Source: an optimization exercise on an open RTL-to-GDS flow (aim: small area). Production flows keep margins and buffers that such runs may drop. RTL that was checked went through simulation tests only; none was proved equivalent to the original. Only the layout flow was run in runs 1 to 3; the RTL was not checked for function there. Power is estimated from default activity; no workload was simulated.

## design/flow/run.sh

```bash
#!/bin/bash
# synth_recipe.tcl (not shown) runs the flow's synth.tcl, then flattens the netlist and writes it again
# the make line also repeats each setting of config.mk as NAME=value (left out here)
make -C /OpenROAD-flow-scripts/flow DESIGN_CONFIG=/design/flow/config.mk WORK_HOME=/design/flow/orfs CLKGATE_MAP_FILE= SYNTH_SCRIPT=/design/flow/synth_recipe.tcl finish
```

## design/flow/config.mk

```make
export PLATFORM = sky130hd
export DESIGN_NAME = dis_sound
export DESIGN_NICKNAME = dis_sound
export VERILOG_FILES = /design/flow/design.v
export SDC_FILE = /design/flow/constraint.sdc
export NUM_CORES = 4
export LEC_CHECK = 0
export CAP_MARGIN = 20
export CORE_MARGIN = 2
export CORE_UTILIZATION = 40
export CTS_CLUSTER_DIAMETER = 80
export CTS_CLUSTER_SIZE = 30
export SLEW_MARGIN = 20
```

## design/flow/constraint.sdc

```tcl
create_clock -name core_clock -period 25.0 [get_ports {CLK}]
set_input_delay 5.0000 -clock core_clock [delete_from_list [all_inputs] [get_ports {CLK}]]
set_output_delay 5.0000 -clock core_clock [all_outputs]
set_load 0.01 [all_outputs]
```

## design/flow/design.v

```verilog
module My_Distance_Count(CLK, RTSn, test_count, tick, digits, on, LED_Out);
	input CLK;
	input RTSn;
	input test_count;
	input tick;
	output [17:0] digits;
	output reg on;
	output [7:0] LED_Out;
	function [23:0] radd;
		input [22:0] x;
		input [22:0] y;
		input ci;
		integer i;
		reg cc;
		begin
			cc = ci;
			for (i = 0; i < 23; i = i + 1) begin
				radd[i] = x[i] ^ y[i] ^ cc;
				cc = (x[i] & y[i]) | (x[i] & cc) | (y[i] & cc);
			end
			radd[23] = cc;
		end
	endfunction
	function [19:0] rinc20;
		input [19:0] x;
		integer i;
		reg cc;
		begin
			cc = 1'b1;
			for (i = 0; i < 20; i = i + 1) begin
				rinc20[i] = x[i] ^ cc;
				cc = x[i] & cc;
			end
		end
	endfunction
	reg t1, t2;
	reg [19:0] pulse;
	reg [19:0] c1, c2, c3, c4, c5, c6;
	reg [2:0] vc;                  
	wire shift = ~test_count & ~t1 & t2;
	wire wrap = pulse[19] & pulse[17] & pulse[16] & pulse[14] & pulse[13] &
	            pulse[12] & pulse[8] & pulse[7] & pulse[5] & pulse[4];
	always @ (posedge CLK) begin
		if(!RTSn) begin
			t1 <= 0; t2 <= 0;
		end else begin
			t1 <= test_count; t2 <= t1;
		end
	end
	always @ (posedge CLK) begin
		if(!RTSn)
			pulse <= 0;
		else if(test_count)
			pulse <= wrap ? 20'd0 : rinc20(pulse);
		else if(shift)
			pulse <= 0;
	end
	always @ (posedge CLK) begin
		if(RTSn & shift) begin
			c1 <= pulse; c2 <= c1; c3 <= c2; c4 <= c3; c5 <= c4; c6 <= c5;
		end
	end
	always @ (posedge CLK) begin
		if(!RTSn)
			vc <= 0;
		else if(shift && vc != 3'd6)
			vc <= vc + 1'b1;
	end
	localparam S_IDLE = 5'd0, S_SUB0 = 5'd6, S_ADD6 = 5'd7,
	           S_LED1 = 5'd9, S_LED7 = 5'd15, S_DH = 5'd16, S_DDH = 5'd20;
	reg [4:0] st;
	reg [2:0] pos;                 
	reg [22:0] W;
	reg [17:0] N;                  
	reg [2:0] q;                   
	reg cond;                      
	reg [17:0] D;                  
	reg [2:0] led_case, led_show;
	wire cap = (st == S_IDLE && tick) || (st >= 5'd1 && st <= 5'd5);
	wire [5:0] sel;
	assign sel[0] = cap && pos == 3'd1 && vc >= 3'd1;
	assign sel[1] = cap && pos == 3'd2 && vc >= 3'd2;
	assign sel[2] = cap && pos == 3'd3 && vc >= 3'd3;
	assign sel[3] = cap && pos == 3'd4 && vc >= 3'd4;
	assign sel[4] = cap && pos == 3'd5 && vc >= 3'd5;
	assign sel[5] = cap && pos == 3'd6 && vc >= 3'd6;
	wire [19:0] entry = ({20{sel[0]}} & c1) | ({20{sel[1]}} & c2) | ({20{sel[2]}} & c3) |
	                    ({20{sel[3]}} & c4) | ({20{sel[4]}} & c5) | ({20{sel[5]}} & c6);
	function [22:0] k;
		input [4:0] s;
		input [4:0] v;
		input [22:0] c;
		k = (s == v) ? c : 23'd0;
	endfunction
	wire [22:0] kc = k(st, S_SUB0, ~23'd61770) | k(st, S_ADD6, 23'd6) |
		k(st, 5'd9, ~23'd529410) | k(st, 5'd10, ~23'd1058820) | k(st, 5'd11, ~23'd1588230) |
		k(st, 5'd12, ~23'd2117640) | k(st, 5'd13, ~23'd2647050) | k(st, 5'd14, ~23'd3176460) |
		k(st, 5'd15, ~23'd3705870) | k(st, 5'd16, ~23'd1764708) | k(st, 5'd17, ~23'd176472) |
		k(st, 5'd18, ~23'd17646) | k(st, 5'd19, ~23'd1764) | k(st, 5'd20, ~23'd174);
	wire cin = st >= S_SUB0 && st != S_ADD6;
	wire [22:0] A = {W[22:8], (st == S_IDLE) ? 8'd0 : W[7:0]};
	wire [23:0] sum = radd(A, kc | {3'b000, entry}, cin);
	wire ok = sum[23];             
	wire is_dig = (st >= S_DH && st <= S_DDH);
	wire is_led = (st >= S_LED1 && st <= S_LED7);
	wire upd = cap || st == S_ADD6 || ((st == S_SUB0 || is_dig) && ok);
	always @ (posedge CLK) begin
		if(upd) W <= sum[22:0];
	end
	always @ (posedge CLK) begin
		if(!RTSn) begin
			st <= S_DH;
			pos <= 3'd6;
		end else begin
			if(cap)
				pos <= (st == 5'd5) ? 3'd6 : pos - 1'b1 + shift;
			case(st)
				S_IDLE:  if(tick) st <= 5'd1;
				S_ADD6:  st <= S_LED1;
				S_DDH:   if(!ok) st <= S_IDLE;
				default: if(!(is_dig && ok)) st <= st + 1'b1;
			endcase
		end
	end
	always @ (posedge CLK) begin
		if(!RTSn)
			cond <= 0;
		else if(st == S_SUB0)
			cond <= ok;
	end
	always @ (posedge CLK) begin
		if(st == S_ADD6)
			q <= 0;
		else if(is_led && ok)
			q <= st[2:0];
	end
	always @ (posedge CLK) begin
		if(st == S_ADD6)
			N <= {N[13:0], 4'd0};
		else if(is_dig) begin
			if(ok)
				N[3:0] <= N[3:0] + 1'b1;
			else if(st != S_DDH)
				N <= {N[13:0], 4'd0};
		end
	end
	always @ (posedge CLK) begin
		if(tick) begin
			D <= N;
			led_show <= led_case;
		end
	end
	always @ (posedge CLK) begin
		if(!RTSn) begin
			on <= 0;
			led_case <= 0;
		end else if(tick) begin
			on <= cond;
			if(cond) led_case <= q;
		end
	end
	assign digits = D;
	assign LED_Out = {8{on}} & {led_show == 3'd7, led_show >= 3'd6, led_show >= 3'd5,
	                  led_show >= 3'd4, led_show >= 3'd3, led_show >= 3'd2,
	                  led_show >= 3'd1, 1'b1};
endmodule
module My_Dig(CLK, RSTn, step, digits, on, Digitron_Out, DigitronCS_Out);
	input CLK;
	input RSTn;
	input step;
	input [17:0] digits;
	input on;
	output [7:0] Digitron_Out;
	output [5:0] DigitronCS_Out;
	reg [2:0] st;
	reg [3:0] shown;        
	reg [3:0] sel;
	always @* begin
		case(st)
			3'd1: sel = {2'b00, digits[17:16]};
			3'd2: sel = digits[15:12];
			3'd3: sel = digits[11:8];
			3'd4: sel = digits[7:4];
			default: sel = digits[3:0];
		endcase
	end
	wire [3:0] val = (on && st != 3'd0) ? sel : 4'd0;
	always @ (posedge CLK) begin
		if(!RSTn) begin
			st <= 0;
			shown <= 4'd15;
		end else if(step) begin
			st <= (st == 3'd5 || st == 3'd0) ? 3'd1 : st + 1'b1;
			if(!(val[3] & val[1]))
				shown <= val;
		end
	end
	function [6:0] p;
		input [3:0] v;
		input [3:0] d;
		input [6:0] c;
		p = (v == d) ? c : 7'd0;
	endfunction
	wire [6:0] seg = p(shown, 0, 7'b011_1111) | p(shown, 1, 7'b000_0110) | p(shown, 2, 7'b101_1011) |
		p(shown, 3, 7'b100_1111) | p(shown, 4, 7'b110_0110) | p(shown, 5, 7'b110_1101) |
		p(shown, 6, 7'b111_1101) | p(shown, 7, 7'b000_0111) | p(shown, 8, 7'b111_1111) |
		p(shown, 9, 7'b110_1111);
	assign Digitron_Out = {st == 3'd4, seg};
	assign DigitronCS_Out = (st == 3'd0) ? 6'b000000 :
	                        (st == 3'd1) ? 6'b111110 :
	                        (st == 3'd2) ? 6'b101111 :
	                        (st == 3'd3) ? 6'b110111 :
	                        (st == 3'd4) ? 6'b111011 : 6'b111101;
endmodule
module dis_sound(
 CLK, RSTn, pulse_r, pulse_t, test_count, Digitron_Out, DigitronCS_Out,LED_Out
);
	input CLK;
	input RSTn;
	input pulse_r;
	input pulse_t;
	output reg test_count;
	output [7:0]Digitron_Out;
	output [5:0]DigitronCS_Out;
	output [7:0]LED_Out;
	reg R1,R2;
	reg T1,T2;
	reg [6:0] count_hs;           
	reg [12:0] cnt;               
	wire hs_done = count_hs[6] & count_hs[5] & count_hs[2];    
	always @ (posedge CLK) begin
		if(!RSTn) begin
			R1 <= 0; R2 <= 0; T1 <= 0; T2 <= 0;
		end else begin
			R1 <= pulse_r; R2 <= R1; T1 <= pulse_t; T2 <= T1;
		end
	end
	always @ (posedge CLK) begin
		if(!RSTn) begin
			test_count <= 0;
			count_hs <= 0;
		end else if(T1 & ~T2)
			test_count <= 1;
		else if(hs_done) begin
			if(R1 & ~R2)
				test_count <= 0;
			else if(~R1 & R2)
				count_hs <= 0;
		end else
			count_hs <= count_hs + 1'b1;
	end
	function [12:0] rinc13;
		input [12:0] x;
		integer i;
		reg cc;
		begin
			cc = 1'b1;
			for (i = 0; i < 13; i = i + 1) begin
				rinc13[i] = x[i] ^ cc;
				cc = x[i] & cc;
			end
		end
	endfunction
	always @ (posedge CLK)
		if(!RSTn) cnt <= 0;
		else cnt <= rinc13(cnt);
	wire step = &cnt[3:0];                  
	wire tick = (cnt == 13'h0FFF);          
	wire [17:0] digits;
	wire on;
	My_Distance_Count U1 (
		.CLK(CLK), .RTSn(RSTn), .test_count(test_count), .tick(tick),
		.digits(digits), .on(on), .LED_Out(LED_Out));
	My_Dig U2 (
		.CLK(CLK), .RSTn(RSTn), .step(step), .digits(digits), .on(on),
		.Digitron_Out(Digitron_Out), .DigitronCS_Out(DigitronCS_Out));
endmodule
```

==> reports/qor.csv, run 1 <==
metric,value,unit
P_sw,0.341,mW
largest net degree at the start of global routing,86,
GR Util met3,2.11,%
Max Buffers Root-to-Sink,3,
CP max stage delay,0.73,ns
Routed WL,21600,um
Max Transition Viols Final,0,
CP Capture Type,register,
fin nets,960,
RePlAce Congestion,0.888,
Layout Area Growth over Synthesis,9.62,%
CTS Buf Count,14,
Vias/cell,5.30,
Synth Register Bits,255,
power share of the clock group,23.0,%
clk latency of the worst-skew pair,0.51,ns
area of the multi-input gates,0.00399,sq mm
measured slew at the worst slew-check pin,1.06,ns
Top Ports,27,
R2R cell count,33,
total gr overflow,0,
Tmin final,13.05,ns
average wire per standard cell,17.0,um
clk root buf,clkbuf_16,
Ys Warns,3,
Critical Path Start Type,register,
synth unique cells,76,
ys flop type,edfxtp_1,
met1 usage,23.2,%
crit path max fanout,28,
hold depth,0,
Hold Path Class,reg -> reg,
antenna-violating nets left,0,
sequential share of power,51.1,%
DP HPWL,14900,um
Worst-path clk slew,0.10,ns
"most common cell after layout, fill and taps aside",edfxtp_1,
normalized max-slew margin,29.6,%
"Setup violations, final",0,
critical path type,reg -> reg,
CTS Sinks,255,
"FFs w/ async S/R, synth",0,%
Vias,6738,
Die Wd,172,um
unrepaired setup endpoints after global routing,false,
initial antenna violation count,0,
Pleak,4.60,nW
Int Power,0.765,mW
Final period util,52.2,%
register area,0.00689,sq mm
Post-CTS Setup Repair Bufs,0,
hold_buf cts,0,
share of cells above drive strength 1,6.16,%
final hold viol count,0,
first-pass GRT wire length,35500,um
Post-Syn Area per Cell,12.8,sq um
Synth Instances,878,
status,timing/DRC/antenna clean,
FMAX,76.6,MHz
Post-synth EDFFs,178,
cell mode on critical path,fa_1,
Syn Nets,953,
drt drc,0,
Layout fillers,2582,
die area,0.0296,sq mm
Die Y,172,um
sequential area share after synthesis,61.0,%
most frequent cells in the layout,"edfxtp_1 (178), dfxtp_1 (77), nand2_1 (57), inv_1 (56), ha_1 (48)",
num rows,61,
max-cap viol count,0,
setup TNS,0,ns
Peak supply drop,40.7,uV
Ant. Diodes,0,
Worst Path Required,25.11,ns
routing usage on met2,22.4,%
combinational power share,25.8,%
Switching Share,30.8,%
router iterations before antenna repair,5,
Initial Util,40.6,%
Clock Skew,0.0357,ns
CTS tree,yes,
DR iter-0 viols,657,
vias in the first global route,6534,
cts repair resizes,0,
Most Crowded Layer GR,met1,
Core ar.,0.0278,sq mm
fin util,44.5,%
arrival time worst endpoint,13.15,ns
GRT Overall Usage,15.1,%
Critical-path top delay cell,or3_1,
CTS H-tree depth,1,
synthesized cell area,0.0113,sq mm
PortBufs,26,
PwrDens,89.5,mW/mm^2
## sequential cells by signal (all words and copies together), names as in the netlist, 13 cells and up
name      cells
U1.D         18
U1.N         18
U1.W         23
U1.c1        20
U1.c2        20
U1.c3        20
U1.c4        20
U1.c5        20
U1.c6        20
U1.pulse     20
cnt          13
## critical path, delay by kind of cell, from the launching register on
kind	cells	cell delay, ns
AND/OR/NAND/NOR	3	1.72
AO/OA/AOI/OAI	3	0.48
buffers and inverters	3	0.64
adder cells (fa/ha/maj)	24	9.38
flip-flops	1	0.43
## layout make-up
type / count / share of cell area, %
clock buffer: 17 / 3.10
clock inverter: 7 / 0.577
inverter: 58 / 1.77
multi-input combinational: 519 / 32.3
sequential: 255 / 55.7
tap: 378 / 3.82
timing repair buffer: 37 / 2.77
## worst paths after layout
kind,from,end,slack (ns)
max,U1.st[0],U1.W[15],11.95
min,U1.N[16],U1.D[16],0.43
max reg2reg,U1.st[0],U1.W[15],11.95
min reg2reg,U1.N[16],U1.D[16],0.43
## routing by layer
layer / up-vias / wire length [um] / share of wire [%]
li1: 3279 / - / -
met1: 3281 / 10700 / 50
met2: 138 / 9440 / 44
met3: 40 / 907 / 4.2
met4: 0 / 542 / 2.5
met5: - / 0 / 0
## synthesized netlist by cell type, types with 16 or more instances
cell | n | area (sq um)
a22o_1 | 38 | 333
clkbuf_1 | 32 | 120
fa_1 | 23 | 460
edfxtp_1 | 178 | 5350
o21ai_0 | 25 | 125
a22oi_1 | 44 | 330
inv_1 | 56 | 210
nand2_1 | 57 | 214
and2_1 | 26 | 163
dfxtp_1 | 77 | 1540
ha_1 | 48 | 601
a21oi_1 | 35 | 175
nor2_1 | 48 | 180
nand3_1 | 16 | 80.1
a221oi_1 | 19 | 166
## power groups by stage
stage	clock [mW]	sequential [mW]	combinational, mW
finish	0.255	0.566	0.286
CTS	0.263	0.567	0.290
global route	0.279	0.572	0.341
floorplan	0	0.566	0.220
global placement	0	0.573	0.278
detailed placement	0	0.576	0.292
## through the flow
stage / area, sq um / hold slack, ns / power, mW / std cells / worst slack (ns)
after global placement: 11900 / 0.402 / 0.851 / 1247 / 12.24
final: 12400 / 0.425 / 1.11 / 1271 / 11.95
after global routing: 12400 / 0.439 / 1.19 / 1271 / 11.25
after CTS: 12400 / 0.437 / 1.12 / 1271 / 11.91
after detailed placement: 11900 / 0.419 / 0.868 / 1247 / 11.94
after floorplan: 11300 / 0.400 / 0.786 / 878 / 13.06
## cell families (layout without fill, tap and decap cells)
group | count (synthesis) | in the layout | share of synthesized area, %
simple gates | 217 | 217 | 10.0
xor+xnor | 6 | 6 | 0.466
mux | 7 | 7 | 0.643
flops | 255 | 255 | 61.0
buf+inv | 104 | 119 | 3.81
fa+ha+maj | 71 | 71 | 9.40
compound gates | 218 | 218 | 14.6
==> inputs of run 2 (changes only) <==
--- a/design/flow/config.mk
+++ b/design/flow/config.mk
@@ -10,4 +10,4 @@
 export CORE_UTILIZATION = 40
-export CTS_CLUSTER_DIAMETER = 80
-export CTS_CLUSTER_SIZE = 30
+export CTS_CLUSTER_DIAMETER = 60
+export CTS_CLUSTER_SIZE = 22
 export SLEW_MARGIN = 20
==> reports/qor.csv, run 2 <==
metric,value,unit,change
status,timing/DRC/antenna clean,,unchanged
Layout fillers,2564,,was 2582
antenna-violating nets left,0,,unchanged
most frequent cells in the layout,"edfxtp_1 (178), dfxtp_1 (77), nand2_1 (57), inv_1 (56), ha_1 (48)",,unchanged
unrepaired setup endpoints after global routing,false,,unchanged
Ant. Diodes,0,,unchanged
DR iter-0 viols,722,,was 657
Critical Path Start Type,register,,unchanged
CP Capture Type,register,,unchanged
synth unique cells,76,,unchanged
drt drc,0,,unchanged
crit path max fanout,28,,unchanged
"most common cell after layout, fill and taps aside",edfxtp_1,,unchanged
Syn Nets,953,,unchanged
top-area cell type share of the netlist area,47.4,%,unchanged
arrival time worst endpoint,13.19,ns,was 13.15 ns
setup TNS,0,ns,unchanged
clk latency of the worst-skew pair,0.51,ns,about the same
register area,0.00689,sq mm,unchanged
Place WS,11.94,ns,unchanged
sequential area share after synthesis,61.0,%,unchanged
Worst Path Buf+Inv,3,,unchanged
Vias,6740,,was 6738
hold depth,0,,unchanged
"CP delay by family, top",adder cells,,unchanged
area of the multi-input gates,0.00399,sq mm,unchanged
normalized max-slew margin,29.7,%,was 29.6%
max-cap viol count,0,,unchanged
Post-synth EDFFs,178,,unchanged
Die Y,172,um,unchanged
most frequent cell after synthesis,edfxtp_1,,unchanged
router iterations before antenna repair,6,,was 5
first-pass GRT wire length,35600,um,was 35500 um
Ys Warns,3,,unchanged
Critical-path top delay cell,or3_1,,unchanged
Largest register FFs,23,,unchanged
Yosys top cell by area,edfxtp_1,,unchanged
synth cell count leaders,"edfxtp_1 (178), dfxtp_1 (77), nand2_1 (57)",,unchanged
CTS tree,yes,,unchanged
cell mode on critical path,fa_1,,unchanged
DP HPWL,14900,um,unchanged
fin util,45.2,%,was 44.5%
vias in the first global route,6618,,was 6534
R2R cell count,33,,unchanged
Post-CTS Setup Repair Bufs,0,,unchanged
final hold viol count,0,,unchanged
"Design Area, Final",0.0126,sq mm,was 0.0124 sq mm
Hold Path Class,reg -> reg,,unchanged
Clock Skew,0.0148,ns,was 0.0357 ns
PwrDens,93.3,mW/mm^2,was 89.5 mW/mm^2
Vias/cell,5.25,,was 5.30
GRT Overall Usage,15.1,%,about the same
hold_buf cts,0,,unchanged
Core ar.,0.0278,sq mm,unchanged
fin cells,1283,,was 1271
placed insts,1247,,unchanged
Initial Util,40.6,%,unchanged
Peak supply drop,47.0,uV,was 40.7 uV
measured slew at the worst slew-check pin,1.05,ns,was 1.06 ns
clk root buf,clkbuf_16,,unchanged
Worst R2R Setup Slack,11.94,ns,was 11.95 ns
num rows,61,,unchanged
average wire per standard cell,16.9,um,was 17.0 um
RePlAce Congestion,0.888,,unchanged
Die Wd,172,um,unchanged
Final period util,52.2,%,about the same
total gr overflow,0,,unchanged
Max Transition Viols Final,0,,unchanged
ys flop type,edfxtp_1,,unchanged
largest net degree at the start of global routing,86,,unchanged
Worst Path Required,25.13,ns,was 25.11 ns
critical path type,reg -> reg,,unchanged
Worst-path clk slew,0.07,ns,was 0.10 ns
"Setup violations, final",0,,unchanged
Largest Register,U1.W,,unchanged
Worst R2R End,U1.W[12],,was U1.W[15]
final worst slack,11.94,ns,was 11.95 ns
synthesized cell area,0.0113,sq mm,unchanged
WHS Endpoint,U1.D[14],,was U1.D[16]
Crit Reg-Reg Startpoint,U1.st[0],,unchanged
hold path start,U1.N[14],,was U1.N[16]
Post-Syn Area per Cell,12.8,sq um,unchanged
Top Ports,27,,unchanged
fin nets,966,,was 960
Synth Instances,878,,unchanged
Pleak,4.70,nW,was 4.60 nW
CP max stage delay,0.74,ns,was 0.73 ns
cts repair resizes,0,,unchanged
Tmin final,13.06,ns,was 13.05 ns
die area,0.0296,sq mm,unchanged
Synth Register Bits,255,,unchanged
Max Buffers Root-to-Sink,3,,unchanged
FMAX,76.6,MHz,about the same
dpl cell area,0.0119,sq mm,unchanged
initial antenna violation count,0,,unchanged
"FFs w/ async S/R, synth",0,%,unchanged
CTS H-tree depth,1,,unchanged
CTS Sinks,255,,unchanged
CTS Buf Count,20,,was 14
PortBufs,26,,unchanged
top area cells in the synthesized netlist,"edfxtp_1 (47%), dfxtp_1 (14%), ha_1 (5.3%), fa_1 (4.1%), a22o_1 (2.9%)",,unchanged
Layout Area Growth over Synthesis,11.3,%,was 9.62%
share of cells above drive strength 1,7.40,%,was 6.16%
Routed WL,21700,um,was 21600 um
==> run 2: cell types whose count changed in the layout (fill, tap and decap cells not counted) <==
cell,delta
clkbuf_16,+6
clkbuf_8,+1
clkinv_2,+3
clkinv_4,-2
clkinvlp_4,+1
inv_4,+1
inv_6,+1
inv_8,+1
==> run 2: cell type report <==
class / instances / share of cell area (%)
Inverter: 58 / 1.74
Timing Repair Buffer: 37 / 2.73
Sequential cell: 255 / 54.8
Multi-Input combinational cell: 519 / 31.8
Clock inverter: 12 / 0.817
Tap cell: 378 / 3.76
Clock buffer: 24 / 4.35
==> run 2: report_power, final <==
| part | switching (mW) | leakage (nW) | internal (mW) | total [mW] |
|---|---|---|---|---|
| registers | 0.0227 | 2.27 | 0.543 | 0.566 |
| clock network | 0.155 | 0.321 | 0.162 | 0.317 |
| logic | 0.181 | 2.11 | 0.108 | 0.289 |
==> run 2: per-layer routing <==
layer	wire [um]	track usage (%)
met1	10700	23.0
met3	995	2.31
met2	9410	22.4
met5	0	0
met4	556	4.57
==> run 2: logic make-up after synthesis <==
kind of cell / Yosys count / synth area share, %
AOI/OAI and AO/OA: 218 / 14.6
and+or+nand+nor: 217 / 10.0
buffers and inverters: 104 / 3.81
DFF: 255 / 61.0
muxes: 7 / 0.643
xor gates and xnor gates: 6 / 0.466
adders and majority gates: 71 / 9.40
==> run 2: worst max path at each step <==
| stage | startpoint | end | cells past startpoint |
|---|---|---|---|
| 6_report | U1.st[0] | U1.W[12] | 33 |
| 4_1_cts | U1.st[0] | U1.W[11] | 33 |
| 5_1_grt | U1.st[0] | U1.W[3] | 33 |
| 2_1_floorplan | U1.st[1] | U1.W[0] | 35 |
| 3_5_place_dp | U1.st[0] | U1.W[12] | 33 |
| 3_3_place_gp | U1.st[0] | U1.W[13] | 33 |
==> run 2: metrics by stage <==
stage	hold WS (ns)	total power [mW]
floorplan	0.400	0.786
global placement	0.402	0.851
detailed placement	0.419	0.868
CTS	0.435	1.18
global route	0.437	1.26
finish	0.426	1.17
==> inputs of run 3 (changes only) <==
--- a/design/flow/config.mk
+++ b/design/flow/config.mk
@@ -10,4 +10,5 @@
 export CORE_UTILIZATION = 40
-export CTS_CLUSTER_DIAMETER = 60
-export CTS_CLUSTER_SIZE = 22
+export CTS_BUF_LIST = sky130_fd_sc_hd__clkbuf_8
+export CTS_CLUSTER_DIAMETER = 50
+export CTS_CLUSTER_SIZE = 16
 export SLEW_MARGIN = 20
==> reports/qor.csv, run 3 <==
metric,value,unit,change
status,timing/DRC/antenna clean,,unchanged
vias in the first global route,6665,,was 6618
FMAX,76.3,MHz,was 76.6 MHz
PwrDens,90.8,mW/mm^2,was 93.3 mW/mm^2
drt drc,0,,unchanged
fin cells,1297,,was 1283
largest net degree at the start of global routing,86,,unchanged
Core ar.,0.0278,sq mm,unchanged
fin nets,973,,was 966
Top Ports,27,,unchanged
Synth Instances,878,,unchanged
Syn Nets,953,,unchanged
final hold viol count,0,,unchanged
"FFs w/ async S/R, synth",0,%,unchanged
measured slew at the worst slew-check pin,1.06,ns,was 1.05 ns
DP HPWL,14900,um,unchanged
Initial Util,40.6,%,unchanged
antenna-violating nets left,0,,unchanged
synth cell count leaders,"edfxtp_1 (178), dfxtp_1 (77), nand2_1 (57)",,unchanged
Largest register FFs,23,,unchanged
Largest Register,U1.W,,unchanged
Int Power,0.764,mW,was 0.813 mW
first-pass GRT wire length,35900,um,was 35600 um
Synth Register Bits,255,,unchanged
total gr overflow,0,,unchanged
PortBufs,26,,unchanged
sequential area share after synthesis,61.0,%,unchanged
hold_buf cts,0,,unchanged
GRT Overall Usage,15.2,%,was 15.1%
unrepaired setup endpoints after global routing,false,,unchanged
Die Y,172,um,unchanged
CTS tree,yes,,unchanged
cell mode on critical path,fa_1,,unchanged
Clock Skew,0.0401,ns,was 0.0148 ns
num rows,61,,unchanged
CP Capture Type,register,,unchanged
Critical-path top delay cell,or3_1,,unchanged
Final period util,52.4,%,was 52.2%
Ant. Diodes,0,,unchanged
max-cap viol count,0,,unchanged
Tmin final,13.11,ns,was 13.06 ns
CP max stage delay,0.74,ns,about the same
"most common cell after layout, fill and taps aside",edfxtp_1,,unchanged
Post-CTS Setup Repair Bufs,0,,unchanged
average wire per standard cell,16.9,um,about the same
Routed WL,21900,um,was 21700 um
Hold Path Class,reg -> reg,,unchanged
synth unique cells,76,,unchanged
Worst Path Required,25.18,ns,was 25.13 ns
final hold slack,0.433,ns,was 0.426 ns
"Design Area, Final",0.0125,sq mm,was 0.0126 sq mm
"Setup violations, final",0,,unchanged
router iterations before antenna repair,4,,was 6
P_sw,0.369,mW,was 0.359 mW
setup TNS,0,ns,unchanged
Pleak,4.68,nW,was 4.70 nW
arrival time worst endpoint,13.29,ns,was 13.19 ns
critical path type,reg -> reg,,unchanged
placed insts,1247,,unchanged
share of cells above drive strength 1,8.27,%,was 7.40%
Post-Syn Area per Cell,12.8,sq um,unchanged
clk root buf,clkbuf_8,,was clkbuf_16
Post-synth EDFFs,178,,unchanged
Switching Share,32.6,%,was 30.6%
combinational power share,25.5,%,was 24.6%
most frequent cell after synthesis,edfxtp_1,,unchanged
synthesized cell area,0.0113,sq mm,unchanged
Yosys top cell by area,edfxtp_1,,unchanged
most frequent cells in the layout,"edfxtp_1 (178), dfxtp_1 (77), inv_1 (62), nand2_1 (57), ha_1 (48)",,"was edfxtp_1 (178), dfxtp_1 (77), nand2_1 (57), inv_1 (56), ha_1 (48)"
DR iter-0 viols,637,,was 722
clk latency of the worst-skew pair,0.59,ns,was 0.51 ns
cts repair resizes,0,,unchanged
Ys Warns,3,,unchanged
Die Wd,172,um,unchanged
normalized max-slew margin,29.6,%,was 29.7%
Layout Area Growth over Synthesis,10.5,%,was 11.3%
dpl cell area,0.0119,sq mm,unchanged
ys flop type,edfxtp_1,,unchanged
initial antenna violation count,0,,unchanged
RePlAce Congestion,0.888,,unchanged
Vias,6812,,was 6740
Peak supply drop,46.4,uV,was 47.0 uV
CTS Buf Count,27,,was 20
CTS H-tree depth,1,,unchanged
sequential share of power,50.0,%,was 48.3%
Place WS,11.94,ns,unchanged
CTS Sinks,255,,unchanged
Max Transition Viols Final,0,,unchanged
die area,0.0296,sq mm,unchanged
final worst slack,11.89,ns,was 11.94 ns
Max Buffers Root-to-Sink,3,,unchanged
power share of the clock group,24.5,%,was 27.0%
top area cells in the synthesized netlist,"edfxtp_1 (47%), dfxtp_1 (14%), ha_1 (5.3%), fa_1 (4.1%), a22o_1 (2.9%)",,unchanged
Worst-path clk slew,0.09,ns,was 0.07 ns
crit path max fanout,28,,unchanged
top-area cell type share of the netlist area,47.4,%,unchanged
Vias/cell,5.25,,about the same
Layout fillers,2602,,was 2564
Critical Path Start Type,register,,unchanged
run 3: power by group through the flow:
stage          registers (mW)  clock network, mW  logic [mW]
2_1_floorplan           0.566                  0       0.220
3_3_place_gp            0.573                  0       0.278
3_5_place_dp            0.576                  0       0.292
4_1_cts                 0.567              0.287       0.291
5_1_grt                 0.572              0.305       0.342
6_report                0.566              0.278       0.289
run 3: layout make-up:
cell class	instances	area (sq um)	area share, %
Sequential cell	255	6890	55.2
Clock inverter	23	188	1.50
Inverter	58	219	1.76
Timing Repair Buffer	37	343	2.75
Tap cell	378	473	3.79
Multi-Input combinational cell	519	3990	32.0
Clock buffer	27	372	2.98
run 3: final timing paths:
check	from	to	slack, ns	depth (start not counted)
max	U1.st[0]	U1.W[13]	11.89	33
min	U1.N[14]	U1.D[14]	0.43	0
max reg2reg	U1.st[0]	U1.W[13]	11.89	33
min reg2reg	U1.N[14]	U1.D[14]	0.43	0
run 3: routing by layer:
layer / track usage, % / wire [um]
met1: 23.2 / 10900
met2: 22.3 / 9450
met3: 2.47 / 1050
met4: 4.42 / 506
met5: 0 / 0
run 3: cells by family (layout without fill, tap and decap cells):
group / count (synthesis) / after routing / synth area share (%)
AO/OA/AOI/OAI: 218 / 218 / 14.6
flip-flops: 255 / 255 / 61.0
adder cells (fa/ha/maj): 71 / 71 / 9.40
AND/OR/NAND/NOR: 217 / 217 / 10.0
buffers and inverters: 104 / 145 / 3.81
multiplexers: 7 / 7 / 0.643
XOR/XNOR: 6 / 6 / 0.466
run 3: worst max-delay path, delay by kind of cell, from the launching register on:
kind	cells	cell delay, ns
simple gates	3	1.74
compound gates	3	0.48
flops	1	0.42
fa+ha+maj	24	9.39
buf+inv	3	0.64
run 3: stage by stage:
step	power [mW]	util [%]
5_1_grt	1.22	44.9
2_1_floorplan	0.786	-
4_1_cts	1.15	44.9
3_3_place_gp	0.851	42.9
3_5_place_dp	0.868	42.9
6_report	1.13	44.9
==> inputs of run 4 (changes only) <==
--- a/design/flow/design.v
+++ b/design/flow/design.v
@@ -8,29 +8,2 @@
 	output [7:0] LED_Out;
-	function [23:0] radd;
-		input [22:0] x;
-		input [22:0] y;
-		input ci;
-		integer i;
-		reg cc;
-		begin
-			cc = ci;
-			for (i = 0; i < 23; i = i + 1) begin
-				radd[i] = x[i] ^ y[i] ^ cc;
-				cc = (x[i] & y[i]) | (x[i] & cc) | (y[i] & cc);
-			end
-			radd[23] = cc;
-		end
-	endfunction
-	function [19:0] rinc20;
-		input [19:0] x;
-		integer i;
-		reg cc;
-		begin
-			cc = 1'b1;
-			for (i = 0; i < 20; i = i + 1) begin
-				rinc20[i] = x[i] ^ cc;
-				cc = x[i] & cc;
-			end
-		end
-	endfunction
 	reg t1, t2;
@@ -53,3 +26,3 @@
 		else if(test_count)
-			pulse <= wrap ? 20'd0 : rinc20(pulse);
+			pulse <= wrap ? 20'd0 : pulse + 1'b1;
 		else if(shift)
@@ -88,16 +61,26 @@
 	                    ({20{sel[3]}} & c4) | ({20{sel[4]}} & c5) | ({20{sel[5]}} & c6);
-	function [22:0] k;
-		input [4:0] s;
-		input [4:0] v;
-		input [22:0] c;
-		k = (s == v) ? c : 23'd0;
-	endfunction
-	wire [22:0] kc = k(st, S_SUB0, ~23'd61770) | k(st, S_ADD6, 23'd6) |
-		k(st, 5'd9, ~23'd529410) | k(st, 5'd10, ~23'd1058820) | k(st, 5'd11, ~23'd1588230) |
-		k(st, 5'd12, ~23'd2117640) | k(st, 5'd13, ~23'd2647050) | k(st, 5'd14, ~23'd3176460) |
-		k(st, 5'd15, ~23'd3705870) | k(st, 5'd16, ~23'd1764708) | k(st, 5'd17, ~23'd176472) |
-		k(st, 5'd18, ~23'd17646) | k(st, 5'd19, ~23'd1764) | k(st, 5'd20, ~23'd174);
-	wire cin = st >= S_SUB0 && st != S_ADD6;
-	wire [22:0] A = {W[22:8], (st == S_IDLE) ? 8'd0 : W[7:0]};
-	wire [23:0] sum = radd(A, kc | {3'b000, entry}, cin);
+	reg [22:0] kc;                 
+	reg cin;
+	always @* begin
+		cin = 1'b1;
+		case(st)
+			S_SUB0:  kc = ~23'd61770;
+			S_ADD6:  begin kc = 23'd6; cin = 1'b0; end
+			5'd9:    kc = ~23'd529410;
+			5'd10:   kc = ~23'd1058820;
+			5'd11:   kc = ~23'd1588230;
+			5'd12:   kc = ~23'd2117640;
+			5'd13:   kc = ~23'd2647050;
+			5'd14:   kc = ~23'd3176460;
+			5'd15:   kc = ~23'd3705870;
+			5'd16:   kc = ~23'd1764708;
+			5'd17:   kc = ~23'd176472;
+			5'd18:   kc = ~23'd17646;
+			5'd19:   kc = ~23'd1764;
+			5'd20:   kc = ~23'd174;
+			default: begin kc = 23'd0; cin = 1'b0; end
+		endcase
+	end
+	wire [22:0] A = (st == S_IDLE) ? 23'd0 : W;
+	wire [23:0] sum = {1'b0, A} + {1'b0, kc | {3'b000, entry}} + cin;
 	wire ok = sum[23];             
@@ -111,3 +94,3 @@
 		if(!RTSn) begin
-			st <= S_DH;
+			st <= S_IDLE;
 			pos <= 3'd6;
@@ -197,12 +180,18 @@
 	end
-	function [6:0] p;
-		input [3:0] v;
-		input [3:0] d;
-		input [6:0] c;
-		p = (v == d) ? c : 7'd0;
-	endfunction
-	wire [6:0] seg = p(shown, 0, 7'b011_1111) | p(shown, 1, 7'b000_0110) | p(shown, 2, 7'b101_1011) |
-		p(shown, 3, 7'b100_1111) | p(shown, 4, 7'b110_0110) | p(shown, 5, 7'b110_1101) |
-		p(shown, 6, 7'b111_1101) | p(shown, 7, 7'b000_0111) | p(shown, 8, 7'b111_1111) |
-		p(shown, 9, 7'b110_1111);
+	reg [6:0] seg;
+	always @* begin
+		case(shown)
+			4'd0: seg = 7'b011_1111;
+			4'd1: seg = 7'b000_0110;
+			4'd2: seg = 7'b101_1011;
+			4'd3: seg = 7'b100_1111;
+			4'd4: seg = 7'b110_0110;
+			4'd5: seg = 7'b110_1101;
+			4'd6: seg = 7'b111_1101;
+			4'd7: seg = 7'b000_0111;
+			4'd8: seg = 7'b111_1111;
+			4'd9: seg = 7'b110_1111;
+			default: seg = 7'b000_0000;
+		endcase
+	end
 	assign Digitron_Out = {st == 3'd4, seg};
@@ -251,17 +240,5 @@
 	end
-	function [12:0] rinc13;
-		input [12:0] x;
-		integer i;
-		reg cc;
-		begin
-			cc = 1'b1;
-			for (i = 0; i < 13; i = i + 1) begin
-				rinc13[i] = x[i] ^ cc;
-				cc = x[i] & cc;
-			end
-		end
-	endfunction
 	always @ (posedge CLK)
 		if(!RSTn) cnt <= 0;
-		else cnt <= rinc13(cnt);
+		else cnt <= cnt + 1'b1;
 	wire step = &cnt[3:0];                  
--- a/design/flow/config.mk
+++ b/design/flow/config.mk
@@ -10,5 +10,2 @@
 export CORE_UTILIZATION = 40
-export CTS_BUF_LIST = sky130_fd_sc_hd__clkbuf_8
-export CTS_CLUSTER_DIAMETER = 50
-export CTS_CLUSTER_SIZE = 16
 export SLEW_MARGIN = 20
==> reports/qor.csv, run 4 <==
metric,value,unit,change
Syn Nets,1156,,was 953
first-pass GRT wire length,43100,um,was 35900 um
combinational power share,8.3,%,was 25.5%
synthesized cell area,0.0126,sq mm,was 0.0113 sq mm
final hold viol count,0,,unchanged
Worst Path Required,25.16,ns,was 25.18 ns
RePlAce Congestion,0.828,,was 0.888
critical path type,in -> reg,,was reg -> reg
share of cells above drive strength 1,8.21,%,was 8.27%
vias in the first global route,8145,,was 6665
CP Capture Type,register,,unchanged
Die Wd,181,um,was 172 um
Ant. Diodes,0,,unchanged
Pleak,5.15,nW,was 4.68 nW
"FFs w/ async S/R, synth",0,%,unchanged
top-area cell type share of the netlist area,42.5,%,was 47.4%
power share of the clock group,43.3,%,was 24.5%
"most common cell after layout, fill and taps aside",edfxtp_1,,unchanged
antenna-violating nets left,0,,unchanged
top area cells in the synthesized netlist,"edfxtp_1 (42%), dfxtp_1 (16%), ha_1 (5.6%), a21oi_1 (3.3%), nor2_1 (2.8%)",,"was edfxtp_1 (47%), dfxtp_1 (14%), ha_1 (5.3%), fa_1 (4.1%), a22o_1 (2.9%)"
final hold slack,0.419,ns,was 0.433 ns
CTS tree,yes,,unchanged
fin util,46.6,%,was 44.9%
ys flop type,edfxtp_1,,unchanged
Initial Util,40.8,%,was 40.6%
P_sw,0.250,mW,was 0.369 mW
Peak supply drop,48.0,uV,was 46.4 uV
max-cap viol count,0,,unchanged
Top Ports,27,,unchanged
placed insts,1485,,was 1247
Hold Path Class,reg -> reg,,unchanged
hold_buf cts,0,,unchanged
cts repair resizes,0,,unchanged
die area,0.0329,sq mm,was 0.0296 sq mm
"Design Area, Final",0.0144,sq mm,was 0.0125 sq mm
FMAX,129,MHz,was 76.3 MHz
total gr overflow,0,,unchanged
most frequent cell after synthesis,edfxtp_1,,unchanged
Synth Register Bits,281,,was 255
arrival time worst endpoint,7.90,ns,was 13.29 ns
dpl cell area,0.0133,sq mm,was 0.0119 sq mm
Final period util,30.9,%,was 52.4%
Max Transition Viols Final,0,,unchanged
sequential area share after synthesis,58.8,%,was 61.0%
Post-CTS Setup Repair Bufs,0,,unchanged
crit path max fanout,76,,was 28
clk root buf,clkbuf_16,,was clkbuf_8
measured slew at the worst slew-check pin,1.02,ns,was 1.06 ns
CTS Buf Count,30,,was 27
Post-Syn Area per Cell,11.5,sq um,was 12.8 sq um
Post-synth EDFFs,178,,unchanged
fin cells,1541,,was 1297
Int Power,0.835,mW,was 0.764 mW
CTS Sinks,281,,was 255
Clock Skew,0.0189,ns,was 0.0401 ns
area of the multi-input gates,0.00491,sq mm,was 0.00399 sq mm
CP startpoint,RSTn,,was U1.st[0]
largest net degree at the start of global routing,77,,was 86
Worst-path clk slew,0.06,ns,was 0.09 ns
unrepaired setup endpoints after global routing,false,,unchanged
average wire per standard cell,17.2,um,was 16.9 um
PortBufs,26,,unchanged
Max Buffers Root-to-Sink,3,,unchanged
most frequent cells in the layout,"edfxtp_1 (178), dfxtp_1 (103), nor2_1 (93), a21oi_1 (82), nand2_1 (62)",,"was edfxtp_1 (178), dfxtp_1 (77), inv_1 (62), nand2_1 (57), ha_1 (48)"
num rows,64,,was 61
PwrDens,75.6,mW/mm^2,was 90.8 mW/mm^2
Tmin final,7.73,ns,was 13.11 ns
Die Y,181,um,was 172 um
CTS H-tree depth,1,,unchanged
"Setup violations, final",0,,unchanged
Vias/cell,5.50,,was 5.25
Core ar.,0.0308,sq mm,was 0.0278 sq mm
clk latency of the worst-skew pair,0.55,ns,was 0.59 ns
Largest Register,U1.W,,unchanged
Ys Warns,3,,unchanged
drt drc,0,,unchanged
hold path start,U1.N[17],,was U1.N[14]
initial antenna violation count,0,,unchanged
status,timing/DRC/antenna clean,,unchanged
Critical Path Start Type,input port,,was register
Largest register FFs,23,,unchanged
Yosys top cell by area,edfxtp_1,,unchanged
Layout fillers,2757,,was 2602
setup TNS,0,ns,unchanged
Routed WL,26500,um,was 21900 um
synth unique cells,74,,was 76
normalized max-slew margin,32.0,%,was 29.6%
router iterations before antenna repair,8,,was 4
Switching Share,23.0,%,was 32.6%
DR iter-0 viols,796,,was 637
Crit Reg-Reg Startpoint,cnt[0],,was U1.st[0]
sequential share of power,48.5,%,was 50.0%
Vias,8475,,was 6812
DP HPWL,17700,um,was 14900 um
GRT Overall Usage,16.1,%,was 15.2%
synth cell count leaders,"edfxtp_1 (178), dfxtp_1 (103), nor2_1 (94)",,"was edfxtp_1 (178), dfxtp_1 (77), nand2_1 (57)"
register area,0.00741,sq mm,was 0.00689 sq mm
fin nets,1183,,was 973
Layout Area Growth over Synthesis,14.1,%,was 10.5%
Synth Instances,1094,,was 878
==> run 4: cell types whose count changed after synthesis, moves of 18 or more <==
cell      before  now
a21oi_1       35   82
nor2_1        48   94
a22o_1        38    2
nand3_1       16   50
dfxtp_1       77  103
fa_1          23    2
a222oi_1       0   20
o21ai_0       25   45
nor2b_1       10   29
xnor2_1        2   21
a221oi_1      19    1
inv_1         56   38
==> run 4: cell families after synthesis <==
family | Yosys count | synth area share, %
multiplexers | 16 | 1.35
AND/OR/NAND/NOR | 338 | 13.4
AO/OA/AOI/OAI | 282 | 15.3
buffers and inverters | 83 | 2.75
XOR/XNOR | 36 | 2.50
adder cells (fa/ha/maj) | 58 | 5.88
flip-flops | 281 | 58.8
==> run 4: path summary, 6_finish.rpt <==
path	to	slack (ns)	cells past startpoint
setup / recovery	U1.c5[6]	17.27	7
hold / removal	U1.D[17]	0.42	0
setup reg to reg	U1.kc[17]	17.51	22
hold reg to reg	U1.D[17]	0.42	0
==> run 4: through the flow <==
stage                     worst slack (ns)  total power, mW
after global routing                 16.97             1.13
after floorplan                      13.65            0.600
final                                17.27             1.09
after detailed placement             16.70            0.625
after CTS                            17.27             1.10
after global placement               16.75            0.624
==> run 4: area by class of cell <==
| class | count | area share [%] |
|---|---|---|
| flip-flops and latches | 281 | 51.5 |
| multi-input cells | 730 | 34.2 |
| inverters | 40 | 1.04 |
| clock inverters | 22 | 1.89 |
| repair buffers | 38 | 2.44 |
| clock buffers | 34 | 5.48 |
| well taps | 396 | 3.45 |
==> run 4: metal layers <==
layer / track usage (%) / wire length, um / up-vias
met5: 0 / 0 / -
met4: 5.59 / 833 / 0
met3: 2.77 / 1350 / 47
met2: 24.8 / 11700 / 204
met1: 22.8 / 12600 / 4047
li1: - / - / 4177
==> run 4: critical path, stage by stage <==
cell and delay [ns]:
clkdlybuf4s50_1 0.46, buf_4 0.30, inv_2 0.13, buf_4 0.31, nor2_4 0.33, buf_4 0.47, buf_4 0.80
==> run 4: power by group through the flow <==
stage               logic, mW  clock network (mW)  registers (mW)
floorplan              0.0700                   0           0.530
detailed placement     0.0900                   0           0.535
global placement       0.0893                   0           0.535
global route            0.101               0.498           0.528
finish                 0.0898               0.470           0.526
CTS                    0.0900               0.480           0.526

==> port drivers added, routing unchanged <==
No port has a modelled driver above. Below, the same layouts with a new extraction and two added sets of constraints. Step 1 sets driving cells, clkbuf_16 on the clock port and buf_2 on the other inputs (assumed; they add their load-dependent delay and slew). Step 2 times the ports against the registers' clock, not the clock port: input delays grow and output delays shrink by t, the midpoint of the rising clock arrivals with the driver on. a / b / c = ideal ports / drivers / drivers and shift; a / b = the first two.
run	t, ns	setup slack, ns	slew at the worst register clock pin (ns)	worst data-port slew with drivers (ns)	pins driven straight from the clock port
run 1	0.538	11.951 / 11.951 / 11.951	0.11 / 0.11	0.03	1
run 2	0.550	11.940 / 11.940 / 11.940	0.09 / 0.09	0.03	1
run 3	0.608	11.892 / 11.892 / 11.892	0.10 / 0.10	0.03	1
run 4	0.588	17.265 / 17.285 / 16.697	0.06 / 0.06	0.03	1
After both steps setup and hold are still met in every run listed. For run 4, which loses most, drivers alone change the setup slack by +0.020 ns; drivers and shift together by -0.568 ns.
